Background: an optimization exercise with open tools, aiming at small area and a short achievable clock period. Do not read the settings as production practice.
No run shown here included a check of the RTL's function; only the layout flow was run.
Power figures rest on the tool's default switching activity, not on a simulated workload.

==> design.v <==
module stream_fifo #(
    parameter DATA_WIDTH = 55,
    parameter FIFO_LEN = 8,
    parameter [DATA_WIDTH-1:0] KEY_MASK = '0
) (
    input  logic                  ACLK,
    input  logic                  ARESETn,
    input  logic [DATA_WIDTH-1:0] data_i,
    input  logic                  valid_i,
    output logic                  ready_o,
    output logic [DATA_WIDTH-1:0] data_o,        
    output logic                  valid_o,       
    input  logic                  ready_i,       
    output logic [DATA_WIDTH-1:0] mem_key_o,     
    output logic [DATA_WIDTH-1:0] data_next_o,   
    output logic                  valid_next_o,  
    output logic                  push_o,        
    output logic                  single_o       
);
    localparam MEM_LEN = FIFO_LEN - 1;
    localparam CW = $clog2(FIFO_LEN + 1);
    logic [DATA_WIDTH-1:0] head;
    logic [DATA_WIDTH-1:0] mem [MEM_LEN];
    logic [MEM_LEN-1:0]    rptr, wptr;
    logic [CW-1:0]         count;
    logic                  head_valid, full_q;
    logic push, pop, c1, ld_mem, wr_mem;
    logic [DATA_WIDTH-1:0] mem_rd, mem_rd2, mem_key;
    logic [MEM_LEN-1:0]    rptr_inc;
    logic [MEM_LEN-1:0]    rptr_q;       
    assign rptr = rptr_q ^ MEM_LEN'(1);
    assign data_o  = head;
    assign valid_o = head_valid;
    assign ready_o = !full_q;
    assign push   = valid_i & (count != FIFO_LEN);
    assign pop    = ready_i;
    assign c1     = (count == 1);
    assign ld_mem = pop & !c1;
    assign wr_mem = push & head_valid & !(pop & c1);
    always_comb begin
        mem_rd = '0;
        for (int k = 0; k < MEM_LEN; k++)
            mem_rd = mem_rd | ({DATA_WIDTH{rptr[k]}} & mem[k]);
    end
    assign rptr_inc = {rptr[MEM_LEN-2:0], rptr[MEM_LEN-1]};
    always_comb begin
        mem_rd2 = '0;
        for (int k = 0; k < MEM_LEN; k++)
            mem_rd2 = mem_rd2 | ({DATA_WIDTH{rptr_inc[k]}} & mem[k] & KEY_MASK);
    end
    always_ff @(posedge ACLK) begin
        if (push && (ld_mem ? |(wptr & rptr_inc) : |(wptr & rptr)))
            mem_key <= data_i & KEY_MASK;
        else if (ld_mem)
            mem_key <= mem_rd2;
    end
    assign mem_key_o    = mem_key;
    assign data_next_o  = pop ? (c1 ? data_i : mem_rd) : (head_valid ? head : data_i);
    assign valid_next_o = push | (head_valid & !(pop & c1));
    assign push_o       = push;
    assign single_o     = c1;
    always_ff @(posedge ACLK) begin
        head <= data_next_o;
    end
    always_ff @(posedge ACLK) begin
        for (int k = 0; k < MEM_LEN; k++)
            if (push && wptr[k])
                mem[k] <= data_i;
    end
    always_ff @(posedge ACLK or negedge ARESETn) begin
        if (!ARESETn) begin
            rptr_q     <= '0;
            wptr       <= 1;
            count      <= '0;
            head_valid <= 1'b0;
            full_q     <= 1'b0;
        end else begin
            if (ld_mem)
                rptr_q <= rptr_inc ^ MEM_LEN'(1);
            if (wr_mem)
                wptr <= {wptr[MEM_LEN-2:0], wptr[MEM_LEN-1]};
            head_valid <= valid_next_o;
            if (push && !pop) begin
                count    <= count + 1'b1;
                full_q   <= (count == FIFO_LEN - 1);
            end else if (pop && !push) begin
                count    <= count - 1'b1;
                full_q   <= 1'b0;
            end
        end
    end
endmodule
module algorithm_selector_XY #(
    parameter MAX_ROUTERS_X = 4,
    parameter MAX_ROUTERS_X_WIDTH
    = $clog2(MAX_ROUTERS_X),
    parameter MAX_ROUTERS_Y = 4,
    parameter MAX_ROUTERS_Y_WIDTH
    = $clog2(MAX_ROUTERS_Y),
    parameter ROUTER_X = 0,
    parameter ROUTER_Y = 0,
    parameter CHANNEL_NUMBER = 5
) (
    input  logic [MAX_ROUTERS_X_WIDTH-1:0] target_x_i,
    input  logic [MAX_ROUTERS_Y_WIDTH-1:0] target_y_i,
    output logic [CHANNEL_NUMBER-1:0]      selector_o
);
    logic [CHANNEL_NUMBER-1:0] cand;
    assign cand[0] = ((target_x_i == ROUTER_X) && (target_y_i == ROUTER_Y));
    assign cand[1] = (target_y_i < ROUTER_Y);
    assign cand[2] = (target_x_i > ROUTER_X);
    assign cand[3] = (target_y_i > ROUTER_Y);
    assign cand[4] = (target_x_i < ROUTER_X);
    always_comb begin
        selector_o = '0;
        for (int i = CHANNEL_NUMBER - 1; i >= 0; i--)
            if (cand[i])
                selector_o = CHANNEL_NUMBER'(1) << i;
    end
endmodule
module arbiter #(
    parameter CHANNEL_NUMBER = 5,
    parameter [CHANNEL_NUMBER-1:0] RESET_PORT = 5'b00010
) (
    input  logic clk_i, rst_n_i,
    input  logic [CHANNEL_NUMBER-1:0]   valid_i,         
    input  logic [CHANNEL_NUMBER-1:0]   single_i,        
    input  logic [CHANNEL_NUMBER-1:0]   push_i,          
    input  logic [CHANNEL_NUMBER-1:0]   header_i,
    input  logic [CHANNEL_NUMBER*CHANNEL_NUMBER-1:0] port_i,
    input  logic [CHANNEL_NUMBER-1:0]   header_in_i,
    input  logic [CHANNEL_NUMBER*CHANNEL_NUMBER-1:0] port_in_i,
    input  logic [CHANNEL_NUMBER-1:0]   header_mem_i,
    input  logic [CHANNEL_NUMBER*CHANNEL_NUMBER-1:0] port_mem_i,
    input  logic [7:0]                  count_i,         
    input  logic                        take_i,
    output logic [CHANNEL_NUMBER-1:0]   grant_o,         
    output logic [CHANNEL_NUMBER-1:0]   grant_next_o,
    output logic                        valid_o,         
    output logic                        header_o,
    output logic [CHANNEL_NUMBER-1:0]   ctrl_o,
    output logic                        valid_next_o,    
    output logic                        header_next_o,
    output logic [CHANNEL_NUMBER-1:0]   ctrl_next_o
);
    localparam CN = CHANNEL_NUMBER;
    logic [7:0]    left [CN];
    logic [CN-1:0] stored [CN];
    logic [CN-1:0] rr_grant;
    logic          last_one, other, to_other, stay_pop;
    logic          g_valid, g_single, g_push, g_hdr, g_hdr_in, g_hdr_mem;
    logic [CN-1:0] g_port, g_port_in, g_port_mem, g_stored;
    logic          n_hdr;
    logic [CN-1:0] n_port, n_stored;
    always_comb begin
        last_one  = 1'b0;
        g_valid   = 1'b0; g_single  = 1'b0; g_push    = 1'b0;
        g_hdr     = 1'b0; g_hdr_in  = 1'b0; g_hdr_mem = 1'b0;
        g_port    = '0;   g_port_in = '0;   g_port_mem = '0; g_stored = '0;
        n_hdr     = 1'b0; n_port    = '0;   n_stored  = '0;
        for (int c = 0; c < CN; c++) begin
            if (grant_o[c]) begin
                last_one   = last_one | (left[c] == 8'd1);
                g_valid    = g_valid    | valid_i[c];
                g_single   = g_single   | single_i[c];
                g_push     = g_push     | push_i[c];
                g_hdr      = g_hdr      | header_i[c];
                g_hdr_in   = g_hdr_in   | header_in_i[c];
                g_hdr_mem  = g_hdr_mem  | header_mem_i[c];
                g_port     = g_port     | port_i[c*CN +: CN];
                g_port_in  = g_port_in  | port_in_i[c*CN +: CN];
                g_port_mem = g_port_mem | port_mem_i[c*CN +: CN];
                g_stored   = g_stored   | stored[c];
            end
            if (rr_grant[c]) begin
                n_hdr    = n_hdr    | header_i[c];
                n_port   = n_port   | port_i[c*CN +: CN];
                n_stored = n_stored | stored[c];
            end
        end
    end
    always_comb begin
        rr_grant = '0;
        for (int g = 0; g < CN; g++) begin
            logic [CN-1:0] pick;
            pick = CN'(1) << g;
            for (int i = CN - 1; i > 0; i--)
                if (valid_i[(g + i) % CN])
                    pick = CN'(1) << ((g + i) % CN);
            if (grant_o[g])
                rr_grant = rr_grant | pick;
        end
    end
    assign other        = |(valid_i & ~grant_o);
    assign to_other     = other & (!take_i | last_one);
    assign stay_pop     = take_i & !to_other;
    assign grant_next_o = to_other ? rr_grant : grant_o;
    logic [CN-1:0] grant_q;
    assign grant_o = grant_q ^ CN'(1);
    logic [CN-1:0] g_stored_next;
    assign g_stored_next = (valid_o && header_o) ? g_port : g_stored;
    logic          p_valid, p_hdr;       
    logic [CN-1:0] p_port;
    logic          s_valid, s_hdr;       
    logic [CN-1:0] s_port;
    always_comb begin
        if (g_single) begin
            p_valid = g_push;
            p_hdr   = g_hdr_in;
            p_port  = g_hdr_in ? g_port_in : g_stored_next;
        end else begin
            p_valid = 1'b1;
            p_hdr   = g_hdr_mem;
            p_port  = g_hdr_mem ? g_port_mem : g_stored_next;
        end
        if (g_valid) begin
            s_valid = 1'b1;
            s_hdr   = g_hdr;
            s_port  = g_hdr ? g_port : g_stored_next;
        end else begin
            s_valid = g_push;
            s_hdr   = g_hdr_in;
            s_port  = g_hdr_in ? g_port_in : g_stored_next;
        end
        if (to_other) begin
            valid_next_o  = 1'b1;
            header_next_o = n_hdr;
            ctrl_next_o   = n_hdr ? n_port : n_stored;
        end else if (take_i) begin
            valid_next_o  = p_valid;
            header_next_o = p_hdr;
            ctrl_next_o   = p_port;
        end else begin
            valid_next_o  = s_valid;
            header_next_o = s_hdr;
            ctrl_next_o   = s_port;
        end
    end
    always_ff @(posedge clk_i or negedge rst_n_i) begin
        if (!rst_n_i) begin
            grant_q  <= '0;
            valid_o  <= 1'b0;
            header_o <= 1'b0;
            ctrl_o   <= '0;
            for (int c = 0; c < CN; c++) begin
                left[c]   <= '0;
                stored[c] <= RESET_PORT;
            end
        end else begin
            grant_q  <= grant_next_o ^ CN'(1);
            valid_o  <= valid_next_o;
            header_o <= header_next_o;
            ctrl_o   <= ctrl_next_o;
            for (int c = 0; c < CN; c++) begin
                if (grant_o[c]) begin
                    stored[c] <= g_stored_next;
                    if (valid_o && header_o)
                        left[c] <= count_i;
                    else if (take_i)
                        left[c] <= left[c] - 8'd1;
                end
            end
        end
    end
endmodule
module algorithm #(
    parameter CHANNEL_NUMBER = 5
) (
    input  logic clk_i, rst_n_i,
    input  logic                      valid_i,
    input  logic                      header_i,   
    input  logic                      tlast_i,
    input  logic [CHANNEL_NUMBER-1:0] ctrl_i,     
    input  logic                      valid_next_i,
    input  logic                      header_next_i,
    input  logic [CHANNEL_NUMBER-1:0] ctrl_next_i,
    output logic                      take_o,     
    output logic [CHANNEL_NUMBER-1:0] out_valid_o,
    input  logic [CHANNEL_NUMBER-1:0] out_ready_i
);
    logic [CHANNEL_NUMBER-1:0] busy, busy_next;
    assign take_o = |(out_valid_o & out_ready_i);
    always_comb begin
        for (int o = 0; o < CHANNEL_NUMBER; o++)
            busy_next[o] = (valid_i && ctrl_i[o] && out_ready_i[o]) ?
                           (header_i | (busy[o] & !tlast_i)) : busy[o];
    end
    always_ff @(posedge clk_i or negedge rst_n_i) begin
        if (!rst_n_i) begin
            busy        <= '0;
            out_valid_o <= '0;
        end else begin
            busy        <= busy_next;
            out_valid_o <= (valid_next_i && !(header_next_i && |(ctrl_next_i & busy_next))) ?
                           ctrl_next_i : '0;
        end
    end
endmodule
module router #(
    parameter AXIS_DATA_WIDTH = 40,
    parameter ID_WIDTH = 4,
    parameter CHANNEL_NUMBER = 5,
    parameter BUFFER_LENGTH = 8,
    parameter MAX_ROUTERS_X = 4,
    parameter MAX_ROUTERS_X_WIDTH
    = $clog2(MAX_ROUTERS_X),
    parameter MAX_ROUTERS_Y = 4,
    parameter MAX_ROUTERS_Y_WIDTH
    = $clog2(MAX_ROUTERS_Y),
    parameter ROUTER_X = 1,
    parameter ROUTER_Y = 2,
    parameter STRB_WIDTH = AXIS_DATA_WIDTH/8
)(
    input  clk_i, rst_n_i,
    input  logic [CHANNEL_NUMBER*AXIS_DATA_WIDTH-1:0] in_tdata_i,
    input  logic [CHANNEL_NUMBER*STRB_WIDTH-1:0]      in_tstrb_i,
    input  logic [CHANNEL_NUMBER*STRB_WIDTH-1:0]      in_tkeep_i,
    input  logic [CHANNEL_NUMBER-1:0]                 in_tlast_i,
    input  logic [CHANNEL_NUMBER*ID_WIDTH-1:0]        in_tid_i,
    input  logic [CHANNEL_NUMBER-1:0]                 in_tvalid_i,
    output logic [CHANNEL_NUMBER-1:0]                 in_tready_o,
    output logic [CHANNEL_NUMBER*AXIS_DATA_WIDTH-1:0] out_tdata_o,
    output logic [CHANNEL_NUMBER*STRB_WIDTH-1:0]      out_tstrb_o,
    output logic [CHANNEL_NUMBER*STRB_WIDTH-1:0]      out_tkeep_o,
    output logic [CHANNEL_NUMBER-1:0]                 out_tlast_o,
    output logic [CHANNEL_NUMBER*ID_WIDTH-1:0]        out_tid_o,
    output logic [CHANNEL_NUMBER-1:0]                 out_tvalid_o,
    input  logic [CHANNEL_NUMBER-1:0]                 out_tready_i
);
    localparam CN = CHANNEL_NUMBER;
    localparam FLIT_WIDTH = AXIS_DATA_WIDTH + 2*STRB_WIDTH + 1 + ID_WIDTH;
    localparam DATA_LSB = FLIT_WIDTH - AXIS_DATA_WIDTH;
    localparam XYW = MAX_ROUTERS_X_WIDTH + MAX_ROUTERS_Y_WIDTH;
    localparam [FLIT_WIDTH-1:0] KEY_MASK =
        {{(FLIT_WIDTH-DATA_LSB-XYW){1'b0}}, {XYW{1'b1}}, {(DATA_LSB-ID_WIDTH){1'b0}}, {ID_WIDTH{1'b1}}};
    function automatic [CN-1:0] port_of_origin();
        port_of_origin = '0;
        for (int i = CN - 1; i >= 0; i--) begin
            if ((i == 0 && ROUTER_X == 0 && ROUTER_Y == 0) ||
                (i == 1 && 0 < ROUTER_Y) || (i == 2 && 0 > ROUTER_X) ||
                (i == 3 && 0 > ROUTER_Y) || (i == 4 && 0 < ROUTER_X))
                port_of_origin = CN'(1) << i;
        end
    endfunction
    logic [FLIT_WIDTH-1:0] head_next [CN];
    logic [FLIT_WIDTH-1:0] mem_key [CN];
    logic [CN-1:0]         head_valid;
    logic [CN-1:0]         push, single;
    logic [CN-1:0]         header_next, header_head, header_in, header_mem;
    logic [CN*CN-1:0]      port_next, port_head, port_in, port_mem;
    logic [CN-1:0]         pop;
    logic [CN-1:0]         grant, grant_next;
    logic                  g_valid, g_header, take;
    logic [CN-1:0]         g_ctrl;
    logic                  g_valid_next, g_header_next;
    logic [CN-1:0]         g_ctrl_next;
    logic [FLIT_WIDTH-1:0] g_flit, g_flit_next;
    generate
        genvar i;
        for (i = 0; i < CN; i++) begin : gen_in
            logic [FLIT_WIDTH-1:0] flit;
            assign flit = {
                in_tdata_i[i*AXIS_DATA_WIDTH +: AXIS_DATA_WIDTH],
                in_tstrb_i[i*STRB_WIDTH +: STRB_WIDTH],
                in_tkeep_i[i*STRB_WIDTH +: STRB_WIDTH],
                in_tlast_i[i],
                in_tid_i[i*ID_WIDTH +: ID_WIDTH]
            };
            stream_fifo #(
                .DATA_WIDTH(FLIT_WIDTH),
                .FIFO_LEN(BUFFER_LENGTH),
                .KEY_MASK(KEY_MASK)
            ) q (
                .ACLK(clk_i),
                .ARESETn(rst_n_i),
                .data_i(flit),
                .valid_i(in_tvalid_i[i]),
                .ready_o(in_tready_o[i]),
                .data_o(),
                .valid_o(head_valid[i]),
                .ready_i(pop[i]),
                .mem_key_o(mem_key[i]),
                .data_next_o(head_next[i]),
                .valid_next_o(),
                .push_o(push[i]),
                .single_o(single[i])
            );
            assign pop[i] = take & grant[i];
            algorithm_selector_XY #(
               .MAX_ROUTERS_X(MAX_ROUTERS_X), .MAX_ROUTERS_Y(MAX_ROUTERS_Y),
               .ROUTER_X(ROUTER_X), .ROUTER_Y(ROUTER_Y), .CHANNEL_NUMBER(CN)
            ) sel_in (
                .target_x_i(flit[DATA_LSB + MAX_ROUTERS_Y_WIDTH +: MAX_ROUTERS_X_WIDTH]),
                .target_y_i(flit[DATA_LSB +: MAX_ROUTERS_Y_WIDTH]),
                .selector_o(port_in[i*CN +: CN])
            );
            algorithm_selector_XY #(
               .MAX_ROUTERS_X(MAX_ROUTERS_X), .MAX_ROUTERS_Y(MAX_ROUTERS_Y),
               .ROUTER_X(ROUTER_X), .ROUTER_Y(ROUTER_Y), .CHANNEL_NUMBER(CN)
            ) sel_mem (
                .target_x_i(mem_key[i][DATA_LSB + MAX_ROUTERS_Y_WIDTH +: MAX_ROUTERS_X_WIDTH]),
                .target_y_i(mem_key[i][DATA_LSB +: MAX_ROUTERS_Y_WIDTH]),
                .selector_o(port_mem[i*CN +: CN])
            );
            always_ff @(posedge clk_i) begin
                header_head[i]           <= header_next[i];
                port_head[i*CN +: CN]    <= port_next[i*CN +: CN];
            end
            assign header_in[i]  = (flit[ID_WIDTH-1:0] == '0);
            assign header_mem[i] = (mem_key[i][ID_WIDTH-1:0] == '0);
            assign header_next[i] = pop[i] ? (single[i] ? header_in[i] : header_mem[i]) :
                                    (head_valid[i] ? header_head[i] : header_in[i]);
            assign port_next[i*CN +: CN] =
                pop[i] ? (single[i] ? port_in[i*CN +: CN] : port_mem[i*CN +: CN]) :
                         (head_valid[i] ? port_head[i*CN +: CN] : port_in[i*CN +: CN]);
            assign {
                out_tdata_o[i*AXIS_DATA_WIDTH +: AXIS_DATA_WIDTH],
                out_tstrb_o[i*STRB_WIDTH +: STRB_WIDTH],
                out_tkeep_o[i*STRB_WIDTH +: STRB_WIDTH],
                out_tlast_o[i],
                out_tid_o[i*ID_WIDTH +: ID_WIDTH]
            } = g_flit;
        end
    endgenerate
    always_comb begin
        g_flit_next = '0;
        for (int c = 0; c < CN; c++)
            g_flit_next = g_flit_next | ({FLIT_WIDTH{grant_next[c]}} & head_next[c]);
    end
    always_ff @(posedge clk_i) begin
        g_flit <= g_flit_next;
    end
    arbiter #(
        .CHANNEL_NUMBER(CN),
        .RESET_PORT(port_of_origin())
    ) arb (
        .clk_i(clk_i), .rst_n_i(rst_n_i),
        .valid_i(head_valid),
        .single_i(single),
        .push_i(push),
        .header_i(header_head),
        .port_i(port_head),
        .header_in_i(header_in),
        .port_in_i(port_in),
        .header_mem_i(header_mem),
        .port_mem_i(port_mem),
        .count_i(g_flit[DATA_LSB + 2*XYW +: 8]),
        .take_i(take),
        .grant_o(grant),
        .grant_next_o(grant_next),
        .valid_o(g_valid),
        .header_o(g_header),
        .ctrl_o(g_ctrl),
        .valid_next_o(g_valid_next),
        .header_next_o(g_header_next),
        .ctrl_next_o(g_ctrl_next)
    );
    algorithm #(
        .CHANNEL_NUMBER(CN)
    ) alg (
        .clk_i(clk_i), .rst_n_i(rst_n_i),
        .valid_i(g_valid),
        .header_i(g_header),
        .tlast_i(g_flit[ID_WIDTH]),
        .ctrl_i(g_ctrl),
        .valid_next_i(g_valid_next),
        .header_next_i(g_header_next),
        .ctrl_next_i(g_ctrl_next),
        .take_o(take),
        .out_valid_o(out_tvalid_o),
        .out_ready_i(out_tready_i)
    );
endmodule
==> flow/run.sh <==
#!/bin/bash
# The standard layout, with plain buffers (rather than the delay cells
# buffer_ports picks by itself) as the port buffers.
set -uo pipefail
export BUFFER_PORTS_ARGS="-buffer_cell sky130_fd_sc_hd__buf_2"
bash standard.sh > standard.log 2>&1
==> standard.sh <==
#!/bin/bash
# synth_recipe.tcl (not shown) runs the flow's synth.tcl, then flattens the netlist and writes it again
# the make line also repeats each setting of config.mk as NAME=value (left out here)
make -C /OpenROAD-flow-scripts/flow DESIGN_CONFIG=/design/flow/config.mk WORK_HOME=/design/flow/orfs CLKGATE_MAP_FILE= SYNTH_SCRIPT=/design/flow/synth_recipe.tcl "${@:-finish}"
==> config.mk <==
export PLATFORM = sky130hd
export DESIGN_NAME = router
export DESIGN_NICKNAME = router
export VERILOG_FILES = /design/flow/design.v
export SDC_FILE = /design/flow/constraint.sdc
export NUM_CORES = 4
export LEC_CHECK = 0
export ABC_CLOCK_PERIOD_IN_PS = 3000
export CAP_MARGIN = 20
export CORE_MARGIN = 2
export CORE_UTILIZATION = 60
export CTS_BUF_LIST = sky130_fd_sc_hd__clkbuf_8 sky130_fd_sc_hd__clkbuf_16
export CTS_CLUSTER_DIAMETER = 70
export CTS_CLUSTER_SIZE = 25
export PLACE_DENSITY = 0.7
export SETUP_SLACK_MARGIN = 4.3
export SLEW_MARGIN = 20
==> constraint.sdc <==
create_clock -name core_clock -period 7.5 [get_ports {clk_i}]
set_input_delay 1.5000 -clock core_clock [delete_from_list [all_inputs] [get_ports {clk_i}]]
set_output_delay 1.5000 -clock core_clock [all_outputs]
set_load 0.01 [all_outputs]
==> results of run 1 <==
==> layout make-up <==
type / instances / area [µm²] / area share, %
diodes: 52 / 130 / 0.121
repair buffers: 818 / 5810 / 5.41
clock inverters: 93 / 729 / 0.680
well taps: 2072 / 2590 / 2.41
flip-flops and latches: 2512 / 71300 / 66.4
inverters: 64 / 256 / 0.239
multi-input cells: 2824 / 23000 / 21.4
clock buffers: 143 / 3520 / 3.28
==> state kept, by name, indices dropped and copies added, names as in the netlist <==
name and flops:
gen_in.q.mem 1925, gen_in.q.head 275, g_flit 55, arb.left 40, gen_in.q.mem_key 40, gen_in.q.rptr_q 35
gen_in.q.wptr 35, arb.stored 25, port_head 25, gen_in.q.count 20, alg.busy 5, alg.out_valid_o 5
arb.ctrl_o 5, arb.grant_q 5, gen_in.q.full_q 5, gen_in.q.head_valid 5, header_head 5, arb.header_o 1
arb.valid_o 1
==> what timing repair did <==
| action | 4_1_cts | 5_1_grt |
|---|---|---|
| cloned | 27 | 13 |
| endpoints found under the setup margin | 604 | 252 |
| endpoints found under the hold margin | 0 | 0 |
| pin swaps | 45 | 96 |
| setup buffers | 56 | 55 |
| gates resized for setup | 243 | 190 |
==> cells in the mapped netlist, drive strengths merged, types with 4 or more instances <==
| library cell | number | share of area [%] |
|---|---|---|
| a2111oi | 4 | 0.039 |
| a21oi | 164 | 0.86 |
| a221o | 276 | 2.9 |
| a221oi | 114 | 1.0 |
| a222oi | 347 | 3.6 |
| a22o | 121 | 1.1 |
| a22oi | 552 | 4.3 |
| a31oi | 185 | 1.2 |
| a41oi | 13 | 0.12 |
| and2 | 37 | 0.24 |
| and3 | 15 | 0.098 |
| and4 | 4 | 0.037 |
| buf | 292 | 2.1 |
| clkbuf | 360 | 1.4 |
| dfrtp | 177 | 4.6 |
| dfstp | 10 | 0.27 |
| dfxtp | 330 | 6.9 |
| edfxtp | 1995 | 62 |
| ha | 30 | 0.39 |
| inv | 62 | 0.24 |
| mux2 | 112 | 1.3 |
| mux2i | 23 | 0.24 |
| nand2 | 232 | 0.91 |
| nand2b | 24 | 0.16 |
| nand3 | 134 | 0.70 |
| nand3b | 11 | 0.086 |
| nand4 | 22 | 0.14 |
| nand4b | 11 | 0.10 |
| nor2 | 97 | 0.38 |
| nor2b | 7 | 0.053 |
| nor3 | 14 | 0.073 |
| nor3b | 10 | 0.078 |
| nor4 | 17 | 0.11 |
| nor4b | 7 | 0.064 |
| nor4bb | 5 | 0.052 |
| o2111ai | 6 | 0.055 |
| o211ai | 10 | 0.078 |
| o21a | 10 | 0.086 |
| o21ai | 97 | 0.51 |
| o22a | 18 | 0.16 |
| o22ai | 6 | 0.039 |
| or2 | 7 | 0.046 |
| or4 | 8 | 0.063 |
| xnor2 | 7 | 0.064 |
| xor2 | 13 | 0.12 |
==> metal layers <==
layer  wire, µm  GRT usage [%]  up-vias
li1           -              -    25600
met2     138000           54.1     5315
met4      21100           21.2       42
met3      47500           11.8      811
met1     111000           51.3    31800
met5        839              0        -
==> cells in the final DEF, fill, tap and decap left out, types with 140 or more instances in the layout <==
master,instances
a222oi_1,347
buf_4,163
a31oi_1,155
a21oi_1,152
clkbuf_16,146
a22oi_1,471
nand2_1,218
a221o_1,231
buf_2,569
dfxtp_1,289
dfrtp_1,140
edfxtp_1,1995
==> cell families (layout without fill, tap and decap cells) <==
kind of cell | count (synthesis) | count (layout)
adder cells (fa/ha/maj) | 30 | 30
buffers and inverters | 716 | 1118
flip-flops | 2512 | 2512
AO/OA/AOI/OAI | 1955 | 1955
XOR/XNOR | 20 | 20
other | 0 | 52
AND/OR/NAND/NOR | 668 | 683
multiplexers | 135 | 136
==> final timing paths <==
check	startpoint	endpoint	slack (ns)	depth (start not counted)
min in group asynchronous	rst_n_i	gen_in[3].q.wptr[3]	0.76	1
min	gen_in[0].q.full_q	gen_in[0].q.full_q	0.50	2
max in group asynchronous	rst_n_i	gen_in[1].q.rptr_q[5]	5.30	2
max	out_tready_i[0]	g_flit[33]	4.10	12
min reg2reg	gen_in[0].q.full_q	gen_in[0].q.full_q	0.50	2
max reg2reg	arb.grant_q[4]	g_flit[11]	4.19	12
==> power by group <==
part	internal, mW	switching [mW]	leakage, nW
Clock	3.67	4.52	2.25
Combinational	6.98	13.1	10.8
Sequential	16.7	1.69	22.9
==> worst min-delay path, stage by stage (launching register included) <==
cell     delay [ns]
dfrtp_1        0.36
nand2_1        0.05
o41ai_1        0.06
==> results.toml, run 1 <==
[synth]
muxShareOfSynthArea_pct = 1.56
synth-compound-area-share_pct = 16.4
ys_seq_elements = 2512
avgSynthCellArea_um2 = 15.9
syn-num-nets = 6353
ys_async_sr_fraction_pct = 7.44
ys_warn_count = 10
netlist_area_um2 = 95900
synthAdderAreaFrac_pct = 0.391
synth_edf_count = 1995
ys.flop_type = "edfxtp_1"
synth_cell_types = 81
synth-simple-area-share_pct = 3.44
netlist_instances = 6036
synth_xor_area_share_pct = 0.183
synth_top_family_by_area = "compound AO/OA/AOI/OAI gates"
ys_seq_area_share_pct = 74.2

[power]
power_density_nw_per_um2 = 435
power.total_mw = 46.7
ir_drop_mv = 0.307
leakagePower_nw = 35.9

[hold_path]
hp-class = "flip-flop to flip-flop"

[placed_design]
pre_cts_slack_ns = 2.38
hpwl_um = 196000
routabilityCongestion = 0.941
dpl-instance-area_um2 = 99400
place_inst = 8139
port_buffers = 571

[worst_setup_path]
cp.arrival_ns = 4.06
crit_family = "compound AO/OA/AOI/OAI gates"
cp_slowest_cell = "a22oi_2"
cp_cell_sequence = "buf_6 > a222oi_1 > buf_4 > and3_4 > nor2_4 > clkinv_4 > o21ai_4 > buf_12 > buf_6 > a221o_1 > a22oi_2 > nand3_1"
path_class = "input port to flip-flop"
cp.required_ns = 8.16
path_common_cell = "buf_6"
cpPeakStageDelay_ns = 0.51
cp_max_fo = 8
crit_buf_inv = 5
endpoint_kind = "flip-flop"
start_kind = "input port"

[floorplan]
dieArea_um2 = 163000
dieHeight_um = 404
num_io_pins = 572
coreArea_um2 = 159000
start_util_pct = 60.5
die_x_um = 404
rows = 146

[timing]
timing.hold.ws_ns = 0.503
maxSlewViolCount = 0
fin_ws_ns = 4.10
clock_skew_ns = 0.0421
rsz0062_at_grt = "yes"
setup_violations = 0
fin_crit_sh_pct = 45.3
setup_tns_ns = 0
min_period_ns = 3.40
worst_pin_slew_ns = 1.08
maxClockFrequency_mhz = 294
worst_slew_margin_rel_pct = 28.0
final-hold-violation-count = 0

[cts]
path_clk_slew_ns = 0.10
cts_buffers = 132
cts_max_path_buffers = 3
cts_hold_buf = 0
h-tree-depth = 4
clk_latency_ns = 0.81
cts_tree = "built"
cts_root_buffer = "clkbuf_16"
clkSinkCount = 2512

[cells_and_area]
drive_gt1_share_pct = 23.7
fillers = 10600
fin_area_um2 = 107000
fin_cells = 8578
num-nets-final = 6669
synthToLayoutAreaGrowth_pct = 11.9
utilization_pct = 67.7

[grt]
antenna_found_initial = 87
grt_overflow = 0
grt_util_all_layers_pct = 37.7
grt_pass1_wl_um = 438000
grt_pass1_vias = 57800
grt_max_degree = 86

[status]
status = "timing/DRC/antenna clean"

[detailed_routing]
vias_per_cell = 7.42
wl_per_cell_um = 37.0
drtPass1Iterations = 10
postRouteAntennaNets = 0
drcViolationCount = 0
drt-initial-drc-count = 12000
vias = 63600
wirelength_um = 318000

[job]
drv_cap = 0
==> run 2: changes to the inputs <==
==> flow/run.sh (replaced) <==
#!/bin/bash
# The standard layout, with plain buffers (rather than the delay cells
# buffer_ports picks by itself) as the port buffers.
set -uo pipefail
export BUFFER_PORTS_ARGS="-buffer_cell sky130_fd_sc_hd__buf_1"
bash standard.sh > standard.log 2>&1
--- a/config.mk
+++ b/config.mk
@@ -13,5 +13,5 @@
 export CTS_CLUSTER_DIAMETER = 70
 export CTS_CLUSTER_SIZE = 25
 export PLACE_DENSITY = 0.7
-export SETUP_SLACK_MARGIN = 4.3
+export SETUP_SLACK_MARGIN = 4.5
 export SLEW_MARGIN = 20
==> run 2 against run 1 <==
Net effect: combinational power grew 4%; first-iteration DRC count rose by 7.7%; final area rose by 0.49%; utilization increased by 0.33 points; clock power increased by 1%; critical path type unchanged.
==> results.toml, run 2 <==
[status]
status = "timing/DRC/antenna clean"

[timing]
maxSlewViolCount = 0
fin_ws_ns = 4.05
worst_slew_margin_rel_pct = 20.6
setup_violations = 0
maxClockFrequency_mhz = 290
fin_crit_sh_pct = 46.1
clock_skew_ns = 0.0432
rsz0062_at_grt = "yes"
final-hold-violation-count = 0
worst_pin_slew_ns = 1.19
setup_tns_ns = 0
min_period_ns = 3.45

[worst_setup_path]
r2r_end = "g_flit[35]"
startpoint = "out_tready_i[0]"
cp.required_ns = 8.19
reg2regPathDepth = 7
cp.arrival_ns = 4.14
path_class = "input port to flip-flop"
cp_max_fo = 9
endpoint_kind = "flip-flop"
worstReg2RegStart = "gen_in[2].q.rptr_q[4]"
r2r_slack_ns = 4.15
start_kind = "input port"

[hold_path]
whs_endpoint = "alg.busy[3]"
hp-class = "flip-flop to flip-flop"
hold_depth = 2
min_from = "alg.busy[3]"

[cts]
path_clk_slew_ns = 0.09
clk_latency_ns = 0.84
cts_root_buffer = "clkbuf_16"
cts_hold_buf = 0
clkSinkCount = 2512
cts_max_path_buffers = 3
cts_tree = "built"
h-tree-depth = 4
cts_buffers = 134

[grt]
grt_pass1_wl_um = 441000
antenna_found_initial = 62
groute.layer.met1.usage_pct = 53.9
grt_use_met2_pct = 52.6
grt.busiest_layer = "met1"
grt_pass1_vias = 58400
grt_overflow = 0
grt_use_met3_pct = 12.2
grt_util_all_layers_pct = 37.7
grt_max_degree = 104

[detailed_routing]
postRouteAntennaNets = 0
wirelength_um = 316000
drt-initial-drc-count = 12900
vias_per_cell = 7.43
vias = 64300
wl_per_cell_um = 36.6
drtPass1Iterations = 13
drcViolationCount = 0

[cells_and_area]
top_register = "gen_in.q.mem"
drive_gt1_share_pct = 16.4
fillers = 10600
num-nets-final = 6751
largest_register_ffs = 1925
mostFrequentLayoutCells = "edfxtp_1 (1995), buf_1 (528), a22oi_1 (485)"
utilization_pct = 68.0
fin_cells = 8645
synthToLayoutAreaGrowth_pct = 12.5
final_common_cell = "edfxtp_1"
reg_top3 = "gen_in.q.mem (1925), gen_in.q.head (275), g_flit (55)"

[synth]
synth_area_leaders = "edfxtp_1 (62%), dfxtp_1 (6.9%), dfrtp_1 (4.6%), a22oi_1 (4.3%), a222oi_1 (3.6%)"
yosysTopAreaCellShare_pct = 62.5
synth_top_cell_by_area = "edfxtp_1"
synth_cell_types = 81
ys_seq_elements = 2512
ys_seq_area_share_pct = 74.2
synth_edf_count = 1995
synth_common_cells = "edfxtp_1 (1995), a22oi_1 (552), clkbuf_1 (359)"
synth_most_common_cell = "edfxtp_1"
avgSynthCellArea_um2 = 15.9
ys.flop_type = "edfxtp_1"
ys_warn_count = 10
ys_async_sr_fraction_pct = 7.44
netlist_instances = 6036
netlist_area_um2 = 95900
syn-num-nets = 6353

[placed_design]
place_inst = 8139
routabilityCongestion = 0.931
port_buffers = 571
pre_cts_slack_ns = 1.77
hpwl_um = 187000

[floorplan]
start_util_pct = 60.5
dieHeight_um = 404
die_x_um = 404
coreArea_um2 = 159000
num_io_pins = 572
dieArea_um2 = 163000
rows = 146

[power]
ir_drop_mv = 0.297
leakagePower_nw = 35.5
power.total_mw = 47.4
power_density_nw_per_um2 = 439

[job]
drv_cap = 0
==> run 2: cell types whose count changed in the layout (fill, tap and decap cells not counted), moves of 17 or more <==
cell,previous run,this run
a31oi_1,155,179
a31oi_4,20,3
and2_2,20,1
and2_4,10,32
buf_1,0,528
buf_12,31,52
buf_2,569,18
buf_4,163,194
buf_6,15,42
dfxtp_4,3,33
==> run 2: worst max-delay path, cell delays in order <==
cell      delay, ns
buf_6          0.09
a222oi_1       0.32
buf_4          0.19
buf_4          0.10
and3_4         0.24
nor2_4         0.09
buf_4          0.16
nand2_8        0.12
buf_4          0.25
a31oi_1        0.06
a221o_1        0.41
a22oi_2        0.45
nand3_1        0.13
==> run 2: area by class of cell <==
class | count | area (µm²) | area share, %
Antenna cell | 36 | 90.1 | 0.0835
Multi-Input combinational cell | 2830 | 22900 | 21.2
Clock buffer | 145 | 3560 | 3.30
Clock inverter | 94 | 800 | 0.741
Timing Repair Buffer | 892 | 6320 | 5.86
Tap cell | 2072 | 2590 | 2.40
Inverter | 64 | 258 | 0.239
Sequential cell | 2512 | 71400 | 66.2
==> run 2: worst max-delay path by stage <==
stage | end | cells past startpoint
after detailed placement | g_flit[35] | 11
after global routing | g_flit[52] | 14
final | g_flit[23] | 13
after floorplan | g_flit[17] | 10
after CTS | g_flit[35] | 12
after global placement | g_flit[31] | 11
==> run 2: report_power, final <==
group	internal [mW]	switching (mW)	leakage (nW)
clock network	3.73	4.59	2.29
logic	7.55	13.4	10.4
registers	16.7	1.45	22.9
==> run 2: what timing repair did <==
action,4_1_cts,5_1_grt
cloned,49,8
buffers inserted,121,53
setup endpoints to repair,969,239
pin swaps,110,64
gates resized for setup,400,135
==> run 2: through the flow <==
| step | cell area, µm² | hold WS, ns |
|---|---|---|
| floorplan | 96700 | 0.434 |
| global placement | 98700 | 0.466 |
| detailed placement | 98700 | 0.458 |
| CTS | 107000 | 0.494 |
| global route | 108000 | 0.518 |
| finish | 108000 | 0.489 |
==> run 2: logic make-up after synthesis <==
kind of cell	after synthesis	share of synthesized area (%)
compound gates	1955	16.4
xor+xnor	20	0.183
fa+ha+maj	30	0.391
buf+inv	716	3.74
flops	2512	74.2
mux	135	1.56
simple gates	668	3.44
==> run 2: routing by layer <==
metal	up-vias	wire length (µm)	share of wire (%)
met1	32200	114000	36
met2	5453	135000	43
li1	25800	-	-
met4	38	17700	5.6
met5	-	328	0.10
met3	771	49100	16
==> run 3: changes to the inputs <==
--- a/design.v
+++ b/design.v
@@ -274,13 +274,20 @@
     input  logic                      valid_next_i,
     input  logic                      header_next_i,
     input  logic [CHANNEL_NUMBER-1:0] ctrl_next_i,
+    input  logic [CHANNEL_NUMBER-1:0] grant_next_i,  
     output logic                      take_o,     
+    output logic [CHANNEL_NUMBER-1:0] pop_o,      
     output logic [CHANNEL_NUMBER-1:0] out_valid_o,
     input  logic [CHANNEL_NUMBER-1:0] out_ready_i
 );
-    logic [CHANNEL_NUMBER-1:0] busy, busy_next;
+    logic [CHANNEL_NUMBER-1:0] busy, busy_next, out_valid_next;
+    logic [CHANNEL_NUMBER-1:0] in_valid [CHANNEL_NUMBER];
     assign take_o = |(out_valid_o & out_ready_i);
     always_comb begin
+        for (int c = 0; c < CHANNEL_NUMBER; c++)
+            pop_o[c] = |(in_valid[c] & out_ready_i);
+    end
+    always_comb begin
         for (int o = 0; o < CHANNEL_NUMBER; o++)
             busy_next[o] = (valid_i && ctrl_i[o] && out_ready_i[o]) ?
                            (header_i | (busy[o] & !tlast_i)) : busy[o];
@@ -289,12 +296,17 @@
         if (!rst_n_i) begin
             busy        <= '0;
             out_valid_o <= '0;
+            for (int c = 0; c < CHANNEL_NUMBER; c++)
+                in_valid[c] <= '0;
         end else begin
             busy        <= busy_next;
-            out_valid_o <= (valid_next_i && !(header_next_i && |(ctrl_next_i & busy_next))) ?
-                           ctrl_next_i : '0;
+            out_valid_o <= out_valid_next;
+            for (int c = 0; c < CHANNEL_NUMBER; c++)
+                in_valid[c] <= grant_next_i[c] ? out_valid_next : '0;
         end
     end
+    assign out_valid_next = (valid_next_i && !(header_next_i && |(ctrl_next_i & busy_next))) ?
+                            ctrl_next_i : '0;
 endmodule
 module router #(
     parameter AXIS_DATA_WIDTH = 40,
@@ -385,7 +397,6 @@
                 .push_o(push[i]),
                 .single_o(single[i])
             );
-            assign pop[i] = take & grant[i];
             algorithm_selector_XY #(
                .MAX_ROUTERS_X(MAX_ROUTERS_X), .MAX_ROUTERS_Y(MAX_ROUTERS_Y),
                .ROUTER_X(ROUTER_X), .ROUTER_Y(ROUTER_Y), .CHANNEL_NUMBER(CN)
@@ -466,7 +477,9 @@
         .valid_next_i(g_valid_next),
         .header_next_i(g_header_next),
         .ctrl_next_i(g_ctrl_next),
+        .grant_next_i(grant_next),
         .take_o(take),
+        .pop_o(pop),
         .out_valid_o(out_tvalid_o),
         .out_ready_i(out_tready_i)
     );
==> flow/run.sh (replaced) <==
#!/bin/bash
# The standard layout, with plain buffers (rather than the delay cells
# buffer_ports picks by itself) as the port buffers.
set -uo pipefail
export BUFFER_PORTS_ARGS="-buffer_cell sky130_fd_sc_hd__buf_2"
bash standard.sh > standard.log 2>&1
--- a/config.mk
+++ b/config.mk
@@ -13,5 +13,5 @@
 export CTS_CLUSTER_DIAMETER = 70
 export CTS_CLUSTER_SIZE = 25
 export PLACE_DENSITY = 0.7
-export SETUP_SLACK_MARGIN = 4.5
+export SETUP_SLACK_MARGIN = 4.3
 export SLEW_MARGIN = 20
==> run 3 against run 2 <==
Net effect: die area grew 0.54%; non-clock buffer count grew 66; critical endpoint is now g_flit[19]; clock skew grew 0.0014 ns; worst hold slack gained 0.0045 ns; highest routed layer unchanged; still clean.
==> results.toml, run 3 <==
[cells_and_area]
fin_area_um2 = 109000
final_common_cell = "edfxtp_1"
largest_register_ffs = 1925
num-nets-final = 6849
synthToLayoutAreaGrowth_pct = 12.7
fin_cells = 8781
top_register = "gen_in.q.mem"
fillers = 10600
reg_top3 = "gen_in.q.mem (1925), gen_in.q.head (275), g_flit (55)"
seqCellArea_um2 = 71900
mostFrequentLayoutCells = "edfxtp_1 (1995), a22oi_1 (679), buf_2 (565)"
multi_input_area_um2 = 22200
drive_gt1_share_pct = 24.2

[synth]
ys_seq_area_share_pct = 74.5
syn-num-nets = 6405
synth_top_cell_by_area = "edfxtp_1"
ys_async_sr_fraction_pct = 8.36
synth_common_cells = "edfxtp_1 (1995), a22oi_1 (713), a222oi_1 (408)"
yosysTopAreaCellShare_pct = 62.1
avgSynthCellArea_um2 = 15.8
synth_area_leaders = "edfxtp_1 (62%), dfxtp_1 (6.9%), a22oi_1 (5.6%), dfrtp_1 (5.2%), a222oi_1 (4.2%)"
ys_warn_count = 11
ys.flop_type = "edfxtp_1"
synth_cell_types = 83
netlist_area_um2 = 96400
synth_most_common_cell = "edfxtp_1"
synth_edf_count = 1995
netlist_instances = 6088
ys_seq_elements = 2537

[timing]
fin_crit_sh_pct = 53.0
final-hold-violation-count = 0
maxClockFrequency_mhz = 251
worst_pin_slew_ns = 1.16
setup_violations = 0
maxSlewViolCount = 0
clock_skew_ns = 0.0445
worst_slew_margin_rel_pct = 22.8
rsz0062_at_grt = "yes"
min_period_ns = 3.98
setup_tns_ns = 0
fin_ws_ns = 3.52

[grt]
grt_max_degree = 82
grt_pass1_wl_um = 440000
grt_overflow = 0
antenna_found_initial = 102
grt_pass1_vias = 58600
grt_util_all_layers_pct = 37.7

[worst_setup_path]
cp.required_ns = 8.16
cp_max_fo = 8
cp.arrival_ns = 4.63
endpoint_kind = "flip-flop"
start_kind = "input port"
path_class = "input port to flip-flop"

[placed_design]
place_inst = 8265
pre_cts_slack_ns = 1.92
port_buffers = 571
dpl-instance-area_um2 = 100000
hpwl_um = 195000
routabilityCongestion = 1.01

[detailed_routing]
vias = 64600
drcViolationCount = 0
wirelength_um = 317000
postRouteAntennaNets = 0
vias_per_cell = 7.35
wl_per_cell_um = 36.1
drt-initial-drc-count = 12700
drtPass1Iterations = 13

[cts]
path_clk_slew_ns = 0.09
cts_buffers = 133
cts_root_buffer = "clkbuf_16"
clkSinkCount = 2537
clk_latency_ns = 0.84
cts_max_path_buffers = 3
cts_tree = "built"
h-tree-depth = 4

[status]
status = "timing/DRC/antenna clean"

[floorplan]
dieArea_um2 = 164000
rows = 147
die_x_um = 405
num_io_pins = 572
start_util_pct = 60.3
coreArea_um2 = 160000
dieHeight_um = 405

[job]
drv_cap = 0

[power]
power_density_nw_per_um2 = 383
leakagePower_nw = 36.5
ir_drop_mv = 0.328

[hold_path]
hp-class = "flip-flop to flip-flop"
-- run 3: path summary, 6_finish.rpt --
path	from	depth (start not counted)	slack, ns	end
worst max-delay path	out_tready_i[1]	12	3.52	g_flit[19]
worst min-delay path	gen_in[4].q.full_q	2	0.49	gen_in[4].q.full_q
worst max register to register	arb.left[2][3]	10	3.68	g_flit[19]
worst min register to register	gen_in[4].q.full_q	2	0.49	gen_in[4].q.full_q
max in group asynchronous	rst_n_i	2	5.41	gen_in[3].q.rptr_q[5]
min in group asynchronous	rst_n_i	1	0.66	arb.left[3][1]
-- run 3: worst max-delay path, cell delays in order --
cell	delay, ns
buf_8	0.11
buf_6	0.11
a222oi_1	0.30
inv_1	0.10
a221oi_2	0.28
buf_4	0.22
nand2b_4	0.16
buf_8	0.15
a31oi_2	0.05
a221o_2	0.44
a222oi_1	1.03
nand2_1	0.16
-- run 3: cell families after synthesis --
logic type	synth area share, %
flops	74.5
compound gates	16.4
buf+inv	3.73
simple gates	3.54
mux	1.32
fa+ha+maj	0.389
xor+xnor	0.182
-- run 3: where the power goes --
part	internal [mW]	switching, mW	leakage (nW)
Combinational	5.43	9.56	11.0
Clock	3.85	4.64	2.36
Sequential	16.7	1.49	23.2
-- run 3: routing by layer --
| layer | GRT usage, % | part of all wire [%] |
|---|---|---|
| met5 | 0 | 0.11 |
| met4 | 19.5 | 6.0 |
| met3 | 11.5 | 15 |
| met2 | 55.5 | 45 |
| met1 | 51.1 | 34 |
-- run 3: timing repair --
| item | CTS | global route |
|---|---|---|
| endpoints found under the setup margin | 581 | 379 |
| cloned | 18 | 3 |
| pin swaps | 91 | 92 |
| resized for setup | 285 | 142 |
| buffers inserted | 135 | 59 |
| hold buffers | 0 | 0 |
-- run 3: metrics by stage --
stage	util (%)	power [mW]	hold WS (ns)
after floorplan	-	25.1	0.443
after global placement	62.6	30.7	0.467
after detailed placement	62.7	30.8	0.469
after CTS	67.1	40.4	0.494
after global routing	67.9	42.6	0.515
final	67.9	41.7	0.494
-- run 3: layout make-up --
type	count	area share, %
diodes	51	0.117
inverters	69	0.249
well taps	2086	2.40
repair buffers	958	6.44
flip-flops and latches	2537	66.2
clock inverters	103	0.857
clock buffers	144	3.28
multi-input cells	2833	20.5
==> run 4: changes to the inputs <==
--- a/design.v
+++ b/design.v
@@ -145,6 +145,7 @@
 );
     localparam CN = CHANNEL_NUMBER;
     logic [7:0]    left [CN];
+    logic [CN-1:0] left_one;            
     logic [CN-1:0] stored [CN];
     logic [CN-1:0] rr_grant;
     logic          last_one, other, to_other, stay_pop;
@@ -160,7 +161,7 @@
         n_hdr     = 1'b0; n_port    = '0;   n_stored  = '0;
         for (int c = 0; c < CN; c++) begin
             if (grant_o[c]) begin
-                last_one   = last_one | (left[c] == 8'd1);
+                last_one   = last_one | left_one[c];
                 g_valid    = g_valid    | valid_i[c];
                 g_single   = g_single   | single_i[c];
                 g_push     = g_push     | push_i[c];
@@ -245,6 +246,7 @@
             for (int c = 0; c < CN; c++) begin
                 left[c]   <= '0;
                 stored[c] <= RESET_PORT;
+                left_one[c] <= 1'b0;
             end
         end else begin
             grant_q  <= grant_next_o ^ CN'(1);
@@ -254,10 +256,13 @@
             for (int c = 0; c < CN; c++) begin
                 if (grant_o[c]) begin
                     stored[c] <= g_stored_next;
-                    if (valid_o && header_o)
-                        left[c] <= count_i;
-                    else if (take_i)
-                        left[c] <= left[c] - 8'd1;
+                    if (valid_o && header_o) begin
+                        left[c]     <= count_i;
+                        left_one[c] <= (count_i == 8'd1);
+                    end else if (take_i) begin
+                        left[c]     <= left[c] - 8'd1;
+                        left_one[c] <= (left[c] == 8'd2);
+                    end
                 end
             end
         end
==> run 4 against run 3 <==
Net effect: still clean; first-iteration DRC count fell by 3.9%; fmax increased by 15%; count of clock-buffer cells in the layout rose by 3; power rose by 11%; non-clock buffer count shrank 124; clock power down 2%; routed wire length shrank 2.4%; critical path type unchanged; critical endpoint is now g_flit[37].
==> results.toml, run 4 <==
[status]
status = "timing/DRC/antenna clean"

[worst_setup_path]
crit_buf_inv = 6
r2r_slack_ns = 4.22
path_class = "input port to flip-flop"
cp.arrival_ns = 4.13
start_kind = "input port"
cp_max_fo = 8
cp_cell_sequence = "buf_12 > a222oi_1 > inv_1 > a221oi_4 > buf_4 > and2_4 > nor2_4 > buf_8 > buf_4 > buf_16 > a221o_1 > a22oi_2 > nand4_1"
cpPeakStageDelay_ns = 0.43
cp_slowest_cell = "a22oi_2"
path_common_cell = "buf_4"
cp.required_ns = 8.17
crit_family = "compound AO/OA/AOI/OAI gates"
endpoint_kind = "flip-flop"

[floorplan]
coreArea_um2 = 161000
dieHeight_um = 406
num_io_pins = 572
die_x_um = 406
rows = 147
start_util_pct = 60.4
dieArea_um2 = 165000

[detailed_routing]
vias = 64100
drtPass1Iterations = 10
wirelength_um = 309000
vias_per_cell = 7.23
drt-initial-drc-count = 12200
postRouteAntennaNets = 0
wl_per_cell_um = 34.9
drcViolationCount = 0

[synth]
synth_edf_count = 1995
ys_seq_elements = 2542
avgSynthCellArea_um2 = 15.6
synth_area_leaders = "edfxtp_1 (62%), dfxtp_1 (6.8%), a22oi_1 (5.5%), dfrtp_1 (5.3%), a222oi_1 (3.6%)"
synth_cell_types = 88
ys_warn_count = 11
synth_top_cell_by_area = "edfxtp_1"
ys_seq_area_share_pct = 74.2
syn-num-nets = 6542
netlist_instances = 6225
yosysTopAreaCellShare_pct = 61.7
netlist_area_um2 = 97000
ys.flop_type = "edfxtp_1"
synth_most_common_cell = "edfxtp_1"
ys_async_sr_fraction_pct = 8.54
synth_common_cells = "edfxtp_1 (1995), a22oi_1 (717), nand2_1 (393)"

[timing]
fin_crit_sh_pct = 46.2
maxSlewViolCount = 0
worst_slew_margin_rel_pct = 25.6
setup_violations = 0
maxClockFrequency_mhz = 289
rsz0062_at_grt = "yes"
final-hold-violation-count = 0
worst_pin_slew_ns = 1.12
setup_tns_ns = 0
clock_skew_ns = 0.0500
min_period_ns = 3.46

[placed_design]
routabilityCongestion = 0.960
port_buffers = 571
hpwl_um = 187000

[grt]
grt_pass1_wl_um = 433000
grt_pass1_vias = 58400
grt_util_all_layers_pct = 36.7
antenna_found_initial = 94
grt_overflow = 0
grt_max_degree = 90

[cts]
h-tree-depth = 4
cts_tree = "built"
path_clk_slew_ns = 0.09
cts_root_buffer = "clkbuf_16"
cts_max_path_buffers = 3
clkSinkCount = 2542
cts_hold_buf = 0
clk_latency_ns = 0.82
cts_buffers = 134

[power]
ir_drop_mv = 0.296
power_density_nw_per_um2 = 430
leakagePower_nw = 36.3

[cells_and_area]
num-nets-final = 6863
mostFrequentLayoutCells = "edfxtp_1 (1995), a22oi_1 (662), buf_2 (565)"
utilization_pct = 67.3
reg_top3 = "gen_in.q.mem (1925), gen_in.q.head (275), g_flit (55)"
top_register = "gen_in.q.mem"
drive_gt1_share_pct = 22.6
largest_register_ffs = 1925
final_common_cell = "edfxtp_1"
fillers = 10800
synthToLayoutAreaGrowth_pct = 11.4

[hold_path]
hp-class = "flip-flop to flip-flop"

[job]
drv_cap = 0
run 4: cell types whose count changed in the layout (fill, tap and decap cells not counted), sizes merged, moves of 19 or more:
| cell | previous run | this run |
|---|---|---|
| a222oi | 408 | 349 |
| nand4 | 22 | 132 |
| buf | 955 | 828 |
| a31oi | 295 | 256 |
| and3 | 11 | 30 |
| o221a | 0 | 55 |
| nand2 | 290 | 394 |
| a221o | 278 | 220 |
run 4: tightest hold or removal path: stages, from the launching register on:
cell	delay, ns
dfstp_2	0.39
nand2_1	0.06
nand2_1	0.04
run 4: final timing paths:
path | from | end | cells past startpoint
worst min register to register | arb.stored[0][1] | arb.stored[0][1] | 2
worst min-delay path | arb.stored[0][1] | arb.stored[0][1] | 2
max in group asynchronous | rst_n_i | gen_in[2].q.head_valid | 2
worst max register to register | gen_in[3].q.mem_key[1] | alg.in_valid[4][4] | 10
worst max-delay path | out_tready_i[1] | g_flit[37] | 13
min in group asynchronous | rst_n_i | gen_in[1].q.count[2] | 1
run 4: cell type report:
class | count | area (µm²) | area share, %
diodes | 43 | 108 | 0.0995
clock buffers | 147 | 3600 | 3.33
clock inverters | 102 | 790 | 0.730
inverters | 77 | 299 | 0.277
multi-input cells | 2957 | 22800 | 21.1
flip-flops and latches | 2542 | 72000 | 66.6
well taps | 2160 | 2700 | 2.50
repair buffers | 834 | 5720 | 5.29
run 4: through the flow:
| stage | instances | worst slack, ns | hold slack, ns | cell area, µm² | power [mW] |
|---|---|---|---|---|---|
| 2_1_floorplan | 6225 | 3.71 | 0.443 | 97400 | 27.9 |
| 3_3_place_gp | 8424 | 2.28 | 0.464 | 101000 | 34.6 |
| 3_5_place_dp | 8424 | 2.23 | 0.470 | 101000 | 34.8 |
| 4_1_cts | 8785 | 4.10 | 0.481 | 107000 | 45.0 |
| 5_1_grt | 8844 | 4.03 | 0.496 | 108000 | 47.5 |
| 6_report | 8862 | 4.04 | 0.483 | 108000 | 46.5 |
run 4: routing by layer:
| metal | up-vias | routed length, µm | GRT usage [%] |
|---|---|---|---|
| met3 | 688 | 45000 | 10.4 |
| met2 | 5000 | 136000 | 52.7 |
| li1 | 26200 | - | - |
| met4 | 52 | 16000 | 16.6 |
| met1 | 32200 | 112000 | 52.4 |
| met5 | - | 345 | 0 |
run 4: power by group:
part           switching, mW  internal (mW)  total (mW)
clock network           4.63           3.73        8.36
logic                   12.9           6.83        19.8
registers               1.42           16.9        18.3
total                   19.0           27.5        46.5
run 4: kinds of logic (layout without fill, tap and decap cells):
| kind of cell | Yosys count | after routing | synth area share (%) |
|---|---|---|---|
| adder cells (fa/ha/maj) | 30 | 30 | 0.387 |
| AO/OA/AOI/OAI | 1867 | 1872 | 15.6 |
| flip-flops | 2542 | 2542 | 74.2 |
| XOR/XNOR | 20 | 20 | 0.181 |
| multiplexers | 108 | 108 | 1.24 |
| buffers and inverters | 736 | 1160 | 3.78 |
| AND/OR/NAND/NOR | 922 | 927 | 4.63 |
| other | 0 | 43 | 0 |
run 4: timing repair:
action / CTS / global route
cloned: 19 / 2
setup buffers: 93 / 32
endpoints found under the setup margin: 804 / 353
resized for setup: 247 / 93
pin swaps: 60 / 78
==> run 5: changes to the inputs <==
--- a/design.v
+++ b/design.v
@@ -23,16 +23,14 @@
     logic [DATA_WIDTH-1:0] mem [MEM_LEN];
     logic [MEM_LEN-1:0]    rptr, wptr;
     logic [CW-1:0]         count;
-    logic                  head_valid, full_q;
+    logic                  head_valid, not_full;
     logic push, pop, c1, ld_mem, wr_mem;
     logic [DATA_WIDTH-1:0] mem_rd, mem_rd2, mem_key;
     logic [MEM_LEN-1:0]    rptr_inc;
-    logic [MEM_LEN-1:0]    rptr_q;       
-    assign rptr = rptr_q ^ MEM_LEN'(1);
     assign data_o  = head;
     assign valid_o = head_valid;
-    assign ready_o = !full_q;
-    assign push   = valid_i & (count != FIFO_LEN);
+    assign ready_o = not_full;
+    assign push   = valid_i & not_full;
     assign pop    = ready_i;
     assign c1     = (count == 1);
     assign ld_mem = pop & !c1;
@@ -69,23 +67,23 @@
     end
     always_ff @(posedge ACLK or negedge ARESETn) begin
         if (!ARESETn) begin
-            rptr_q     <= '0;
+            rptr       <= 1;
             wptr       <= 1;
             count      <= '0;
             head_valid <= 1'b0;
-            full_q     <= 1'b0;
+            not_full   <= 1'b1;
         end else begin
             if (ld_mem)
-                rptr_q <= rptr_inc ^ MEM_LEN'(1);
+                rptr <= rptr_inc;
             if (wr_mem)
                 wptr <= {wptr[MEM_LEN-2:0], wptr[MEM_LEN-1]};
             head_valid <= valid_next_o;
             if (push && !pop) begin
                 count    <= count + 1'b1;
-                full_q   <= (count == FIFO_LEN - 1);
+                not_full <= (count != FIFO_LEN - 1);
             end else if (pop && !push) begin
                 count    <= count - 1'b1;
-                full_q   <= 1'b0;
+                not_full <= 1'b1;
             end
         end
     end
@@ -196,8 +194,6 @@
     assign to_other     = other & (!take_i | last_one);
     assign stay_pop     = take_i & !to_other;
     assign grant_next_o = to_other ? rr_grant : grant_o;
-    logic [CN-1:0] grant_q;
-    assign grant_o = grant_q ^ CN'(1);
     logic [CN-1:0] g_stored_next;
     assign g_stored_next = (valid_o && header_o) ? g_port : g_stored;
     logic          p_valid, p_hdr;       
@@ -239,7 +235,7 @@
     end
     always_ff @(posedge clk_i or negedge rst_n_i) begin
         if (!rst_n_i) begin
-            grant_q  <= '0;
+            grant_o  <= 1;
             valid_o  <= 1'b0;
             header_o <= 1'b0;
             ctrl_o   <= '0;
@@ -249,7 +245,7 @@
                 left_one[c] <= 1'b0;
             end
         end else begin
-            grant_q  <= grant_next_o ^ CN'(1);
+            grant_o  <= grant_next_o;
             valid_o  <= valid_next_o;
             header_o <= header_next_o;
             ctrl_o   <= ctrl_next_o;
@@ -279,20 +275,13 @@
     input  logic                      valid_next_i,
     input  logic                      header_next_i,
     input  logic [CHANNEL_NUMBER-1:0] ctrl_next_i,
-    input  logic [CHANNEL_NUMBER-1:0] grant_next_i,  
     output logic                      take_o,     
-    output logic [CHANNEL_NUMBER-1:0] pop_o,      
     output logic [CHANNEL_NUMBER-1:0] out_valid_o,
     input  logic [CHANNEL_NUMBER-1:0] out_ready_i
 );
-    logic [CHANNEL_NUMBER-1:0] busy, busy_next, out_valid_next;
-    logic [CHANNEL_NUMBER-1:0] in_valid [CHANNEL_NUMBER];
+    logic [CHANNEL_NUMBER-1:0] busy, busy_next;
     assign take_o = |(out_valid_o & out_ready_i);
     always_comb begin
-        for (int c = 0; c < CHANNEL_NUMBER; c++)
-            pop_o[c] = |(in_valid[c] & out_ready_i);
-    end
-    always_comb begin
         for (int o = 0; o < CHANNEL_NUMBER; o++)
             busy_next[o] = (valid_i && ctrl_i[o] && out_ready_i[o]) ?
                            (header_i | (busy[o] & !tlast_i)) : busy[o];
@@ -301,17 +290,12 @@
         if (!rst_n_i) begin
             busy        <= '0;
             out_valid_o <= '0;
-            for (int c = 0; c < CHANNEL_NUMBER; c++)
-                in_valid[c] <= '0;
         end else begin
             busy        <= busy_next;
-            out_valid_o <= out_valid_next;
-            for (int c = 0; c < CHANNEL_NUMBER; c++)
-                in_valid[c] <= grant_next_i[c] ? out_valid_next : '0;
+            out_valid_o <= (valid_next_i && !(header_next_i && |(ctrl_next_i & busy_next))) ?
+                           ctrl_next_i : '0;
         end
     end
-    assign out_valid_next = (valid_next_i && !(header_next_i && |(ctrl_next_i & busy_next))) ?
-                            ctrl_next_i : '0;
 endmodule
 module router #(
     parameter AXIS_DATA_WIDTH = 40,
@@ -402,6 +386,7 @@
                 .push_o(push[i]),
                 .single_o(single[i])
             );
+            assign pop[i] = take & grant[i];
             algorithm_selector_XY #(
                .MAX_ROUTERS_X(MAX_ROUTERS_X), .MAX_ROUTERS_Y(MAX_ROUTERS_Y),
                .ROUTER_X(ROUTER_X), .ROUTER_Y(ROUTER_Y), .CHANNEL_NUMBER(CN)
@@ -482,9 +467,7 @@
         .valid_next_i(g_valid_next),
         .header_next_i(g_header_next),
         .ctrl_next_i(g_ctrl_next),
-        .grant_next_i(grant_next),
         .take_o(take),
-        .pop_o(pop),
         .out_valid_o(out_tvalid_o),
         .out_ready_i(out_tready_i)
     );
==> run 5 against run 4 <==
Net effect: power down 48%; final area about the same; die area down 1.2%; count of clock-buffer cells in the layout up 4; clock power about the same.
==> results.toml, run 5 <==
[status]
status = "timing/DRC/antenna clean"

[power]
leakagePower_nw = 36.2
switching_power_mw = 5.01
swShare_pct = 20.9
clock_power_share_pct = 34.9
power_density_nw_per_um2 = 222
combPwrFrac_pct = 2.1
seqPwrFrac_pct = 63.0
ir_drop_mv = 0.249
power.total_mw = 24.0
power.internal_mw = 19.0

[synth]
ys_async_sr_fraction_pct = 7.63
netlist_area_um2 = 95900
ys_seq_area_share_pct = 74.4
ys_warn_count = 10
synth_area_leaders = "edfxtp_1 (62%), dfxtp_1 (6.9%), a22oi_1 (5.7%), dfrtp_1 (4.5%), a222oi_1 (4.2%)"
synth_edf_count = 1995
syn-num-nets = 6254
synth_most_common_cell = "edfxtp_1"
synth_common_cells = "edfxtp_1 (1995), a22oi_1 (726), a222oi_1 (400)"
ys.flop_type = "edfxtp_1"
ys_seq_elements = 2517
netlist_instances = 5937
yosysTopAreaCellShare_pct = 62.5
avgSynthCellArea_um2 = 16.1
synth_top_cell_by_area = "edfxtp_1"
synth_cell_types = 89

[worst_setup_path]
startpoint = "gen_in[2].q.count[2]"
cp.arrival_ns = 4.62
start_kind = "flip-flop"
cp.required_ns = 8.12
cpPeakStageDelay_ns = 0.99
endpoint_kind = "flip-flop"
cp_slowest_cell = "a222oi_1"
endpoint = "g_flit[41]"
cp_cell_sequence = "nor2_1 > nand2_1 > nor2_1 > a21oi_4 > buf_12 > o221a_2 > a222oi_1 > nand2_1"
path_class = "flip-flop to flip-flop"
worstReg2RegStart = "gen_in[2].q.count[2]"
r2r_slack_ns = 3.49
reg2regPathDepth = 8
cp_max_fo = 55
r2r_end = "g_flit[41]"

[job]
drv_cap = 0

[detailed_routing]
drt-initial-drc-count = 11900
vias_per_cell = 7.44
drcViolationCount = 0
wirelength_um = 328000
drtPass1Iterations = 13
vias = 63900
postRouteAntennaNets = 0
wl_per_cell_um = 38.2

[cts]
clkSinkCount = 2517
clk_latency_ns = 0.82
cts_tree = "built"
cts_root_buffer = "clkbuf_16"
h-tree-depth = 4
path_clk_slew_ns = 0.09
cts_hold_buf = 0
cts_max_path_buffers = 3
cts_buffers = 136

[floorplan]
dieHeight_um = 404
die_x_um = 404
num_io_pins = 572
coreArea_um2 = 159000
start_util_pct = 60.5
dieArea_um2 = 163000
rows = 146

[placed_design]
port_buffers = 571
routabilityCongestion = 1.04
hpwl_um = 193000

[timing]
setup_violations = 0
min_period_ns = 4.01
rsz0062_at_grt = "yes"
maxClockFrequency_mhz = 250
worst_pin_slew_ns = 1.28
setup_tns_ns = 0
final-hold-violation-count = 0
worst_slew_margin_rel_pct = 14.5
fin_crit_sh_pct = 53.4
clock_skew_ns = 0.0359
maxSlewViolCount = 0
timing.hold.ws_ns = 0.489

[cells_and_area]
final_common_cell = "edfxtp_1"
synthToLayoutAreaGrowth_pct = 12.8
fillers = 10600
mostFrequentLayoutCells = "edfxtp_1 (1995), a22oi_1 (688), buf_2 (569)"
reg_top3 = "gen_in.q.mem (1925), gen_in.q.head (275), g_flit (55)"
num-nets-final = 6679
top_register = "gen_in.q.mem"
drive_gt1_share_pct = 26.4
largest_register_ffs = 1925

[grt]
grt_max_degree = 131
grt_pass1_wl_um = 449000
grt_pass1_vias = 58800
antenna_found_initial = 94
grt_overflow = 0
grt_util_all_layers_pct = 38.9

[hold_path]
hp-class = "flip-flop to flip-flop"
-- run 5: power by group through the flow --
stage / combinational (mW) / clock (mW) / sequential [mW]
floorplan: 0.105 / 0 / 15.4
global placement: 0.454 / 0 / 15.5
detailed placement: 0.470 / 0 / 15.5
CTS: 0.480 / 8.36 / 15.1
global route: 0.518 / 8.83 / 15.1
finish: 0.504 / 8.38 / 15.1
-- run 5: repair_timing --
action | in CTS | in global routing
endpoints found under the hold margin | 0 | 0
resized for setup | 182 | 151
endpoints found under the setup margin | 355 | 155
gates cloned | 33 | 17
pin swaps | 52 | 91
buffers inserted | 93 | 95
-- run 5: how the worst min path moves through the flow --
| stage | slack [ns] | from | cells after the start | endpoint |
|---|---|---|---|---|
| floorplan | 0.43 | alg.busy[3] | 2 | alg.busy[3] |
| global placement | 0.47 | gen_in[3].q.head[18] | 1 | gen_in[3].q.head[18] |
| detailed placement | 0.47 | gen_in[3].q.head[19] | 1 | gen_in[3].q.head[19] |
| CTS | 0.49 | gen_in[2].q.count[3] | 1 | gen_in[2].q.count[3] |
| global route | 0.50 | gen_in[3].q.head[18] | 1 | gen_in[3].q.head[18] |
| finish | 0.49 | gen_in[2].q.count[3] | 1 | gen_in[2].q.count[3] |
-- run 5: critical path: cells and delay by family, from the launching register on --
kind | cells | cell delay (ns)
simple gates | 4 | 1.59
compound gates | 3 | 1.45
buf+inv | 1 | 0.18
flops | 1 | 0.43
-- run 5: cells by family after synthesis --
family / count (synthesis) / synth area share, %
fa+ha+maj: 30 / 0.392
mux: 139 / 1.61
flops: 2517 / 74.4
simple gates: 748 / 4.04
compound gates: 1784 / 15.6
xor+xnor: 20 / 0.183
buf+inv: 699 / 3.74
-- run 5: final cells by class --
type	count	area, µm²	area share (%)
Antenna cell	56	140	0.130
Timing Repair Buffer	912	6620	6.12
Multi-Input combinational cell	2747	22700	21.0
Clock inverter	93	708	0.655
Inverter	48	194	0.179
Tap cell	2072	2590	2.40
Sequential cell	2517	71400	66.1
Clock buffer	151	3700	3.42
-- run 5: per-stage QoR --
stage	setup WS [ns]	cells	area (µm²)	util, %
2_1_floorplan	4.02	5937	96400	-
3_3_place_gp	1.33	8039	99300	62.6
3_5_place_dp	1.77	8052	99400	62.7
4_1_cts	3.76	8422	106000	66.9
5_1_grt	3.65	8576	108000	68.2
6_report	3.49	8596	108000	68.2
-- run 5: layer usage --
| layer | global-route usage [%] | part of all wire, % | up-vias |
|---|---|---|---|
| met5 | 0 | 0.10 | - |
| met4 | 24.0 | 7.7 | 54 |
| met3 | 10.3 | 14 | 963 |
| met2 | 58.5 | 45 | 5347 |
| met1 | 51.1 | 34 | 31900 |
| li1 | - | - | 25700 |

## separate check: timing with driven ports
No port has a modelled driver above. Below, the same layouts with a new extraction and two added sets of constraints. Step 1: set_driving_cell puts a clkbuf_16 on clk_i and a buf_2 on each other input, an assumption about the parent block. Step 2 moves the port delays by t, midway between the first and last clock arrival at a register: inputs arrive t later, outputs are due t later. That takes back most of the time a late clock gives input paths. a / b / c = ideal / step 1 / step 2; a / b = the first two.
run | t, ns | setup WS [ns] | hold slack, ns | worst setup path at the end | worst data-port slew with drivers (ns)
run 1 | 0.877 | 4.101 / 4.120 / 3.243 | 0.503 / 0.503 / 0.503 | input to register | 0.31
run 2 | 0.901 | 4.046 / 4.104 / 3.203 | 0.489 / 0.489 / 0.489 | input to register | 0.24
run 3 | 0.911 | 3.524 / 3.564 / 2.653 | 0.494 / 0.494 / 0.494 | input to register | 0.25
run 4 | 0.885 | 4.037 / 4.077 / 3.192 | 0.483 / 0.483 / 0.483 | input to register | 0.23
run 5 | 0.883 | 3.494 / 3.494 / 2.758 | 0.489 / 0.489 / 0.489 | input to register | 0.26
After both steps setup and hold are still met in every run listed. The setup slack of run 3, which loses most, moves by +0.040 ns with the drivers and by -0.871 ns with both steps.
